Context: an optimization exercise on an open-source flow, tuned for small area, a short achievable clock period and few clock cycles. The choices shown serve that exercise and are no tape-out recipe.
At most, simulation tests tie the RTL to the original design; equivalence was not proved.

==> flow/design.v (excerpt) <==
module maxfinder(clk, rst, start, x1, x2, x3, x4, eps, done, result);
clock: 9.0 ns
lec_check: 0
cap_margin: 20
core_margin: 2
core_utilization: 40
slew_margin: 20
standard.sh (not shown) runs the stock make flow with config.mk's settings and CLKGATE_MAP_FILE= SYNTH_SCRIPT=/design/flow/synth_recipe.tcl, a recipe that flattens the netlist after the stock synthesis.
==> flow/flow/run.sh <==
#!/bin/bash
export BUFFER_PORTS_ARGS="-buffer_cell sky130_fd_sc_hd__buf_2"
cp standard.sh standard_copy.sh.txt
bash standard.sh > standard.log 2>&1
Then changed:
--- a/flow/design.v
+++ b/flow/design.v
@@ -1,24 +1,23 @@
 module maxfinder(clk, rst, start, x1, x2, x3, x4, eps, done, result);
 input clk, start, rst;
 input [4:0] x1, x2, x3, x4, eps;
-output done;
+output reg done;
 output [4:0] result;
-reg active;    
-reg lx;        
+reg busy;
 reg [3:0] v1, v2, v3, v4;
-wire signed [4:0] a1 = active ? {1'b0, v1} : x1;
-wire signed [4:0] a2 = active ? {1'b0, v2} : x2;
-wire signed [4:0] a3 = active ? {1'b0, v3} : x3;
-wire signed [4:0] a4 = active ? {1'b0, v4} : x4;
+wire signed [4:0] a1 = busy ? {1'b0, v1} : x1;
+wire signed [4:0] a2 = busy ? {1'b0, v2} : x2;
+wire signed [4:0] a3 = busy ? {1'b0, v3} : x3;
+wire signed [4:0] a4 = busy ? {1'b0, v4} : x4;
 wire [3:0] n1, n2, n3, n4;
 wire signed [6:0] t1 = a2 + a3 + a4;
 wire p1_1;
 assign p1_1 = eps[0] & t1[0];
 wire p1_2;
 assign p1_2 = eps[0] & t1[1];
 wire p1_3;
 assign p1_3 = eps[0] & t1[2];
 wire p1_4;
 assign p1_4 = eps[0] & t1[3];
 wire p1_5;
 assign p1_5 = eps[0] & t1[4];
@@ -777,40 +776,26 @@
 assign s4_c374 = (s4_s341 & s4_c354) | (s4_s341 & s4_s355) | (s4_c354 & s4_s355);
 wire s4_s375;
 wire s4_c376;
 assign s4_s375 = s4_c342 ^ s4_c356 ^ s4_s357;
 assign s4_c376 = (s4_c342 & s4_c356) | (s4_c342 & s4_s357) | (s4_c356 & s4_s357);
 wire [10:0] s4__r0 = {s4_c374, s4_c372, s4_c370, s4_c368, s4_c366, s4_c364, s4_c362, s4_c360, p4_297, p4_284, p4_283};
 wire [10:0] s4__r1 = {s4_s375, s4_s373, s4_s371, s4_s369, s4_s367, s4_s365, s4_s363, s4_s361, s4_s359, p4_290, 1'b0};
 wire [10:0] s4_ = s4__r0 + s4__r1;
 assign n4 = s4_[10] ? 4'd0 : s4_[6:3];
 function lt2(input f1, f2, f3, f4);
     lt2 = !((f1 & (f2 | f3 | f4)) | (f2 & (f3 | f4)) | (f3 & f4));
 endfunction
-function eq2(input f1, f2, f3, f4);
-    eq2 = (f1 + f2 + f3 + f4) == 3'd2;
-endfunction
-wire z1 = |v1, z2 = |v2, z3 = |v3, z4 = |v4;
-wire [5:0] sv = v1 + v2 + v3 + v4;
-wire g1 = {v1, 1'b0} > sv;
-wire g2 = {v2, 1'b0} > sv;
-wire g3 = {v3, 1'b0} > sv;
-wire g4 = {v4, 1'b0} > sv;
-wire q1 = {v1, 1'b0} == sv;
-wire q2 = {v2, 1'b0} == sv;
-wire q3 = {v3, 1'b0} == sv;
-wire q4 = {v4, 1'b0} == sv;
-wire tie = eq2(z1, z2, z3, z4) & ((z1 & q1) | (z2 & q2) | (z3 & q3) | (z4 & q4));
-wire short = eps[3] & (g1 | g2 | g3 | g4 | tie);
-wire k1 = lx ? z1 : g1;
-wire k2 = lx ? z2 : g2;
-wire k3 = lx ? z3 : g3;
-wire k4 = lx ? z4 : g4;
-assign done = active & (lx | short | lt2(z1, z2, z3, z4));
-assign result = ({5{k1}} & x1) | ({5{k2}} & x2) | ({5{k3}} & x3) | ({5{k4}} & x4);
+wire last = lt2(|a1, |a2, |a3, |a4) | lt2(|n1, |n2, |n3, |n4);
+wire run = start | busy;
 always @(posedge clk) begin
     v1 <= n1; v2 <= n2; v3 <= n3; v4 <= n4;
-    lx <= !active & lt2(|a1, |a2, |a3, |a4);
-    if (rst) active <= 1'b0;
-    else active <= active ? !done : start;
+    if (rst) begin
+        busy <= 1'b0;
+        done <= 1'b0;
+    end else begin
+        busy <= run & !last;
+        done <= run & last;
+    end
 end
+assign result = ({5{|v1}} & x1) | ({5{|v2}} & x2) | ({5{|v3}} & x3) | ({5{|v4}} & x4);
 endmodule
Result: The changed run ran to the end with no violations; worst setup slack loses 540 ps; fmax came out lower by 7.0%; via count shrinks by 4.7%; register-to-register slack degrades by 540 ps; die area is lower by 7.0%; synthesized cell count falls by 4.5%; count of clock-buffer cells in the layout rises by 1.
Testbench counts after the change, summed over its fixed seeds: cycles 4,587.
Only the layout flow was run in the first run of this note; the RTL was not checked for function there.

## port drivers added, routing unchanged
The results above use ideal ports. As a check the final layouts listed here were re-extracted and re-timed, cells and wires unchanged. Step 1, drivers: a clkbuf_16 drives clk and a buf_2 each remaining input, both assumed. Step 2 adds t to the input delays and takes it off the output delays; t is the mean of the earliest and latest rising clock arrival at the registers after step 1. Input paths then give back, and output paths get back, about the clock's delay inside the block. Three values: no drivers, after step 1, after step 2; two values: the first two.
run | shift t [ns] | setup WS [ns] | worst data-port slew with drivers (ns)
the first run | 0.289 | 1.745 / 1.759 / 1.470 | 0.04
the second run | 0.284 | 1.203 / 1.212 / 0.928 | 0.04
After both steps setup and hold are still met in every run listed.
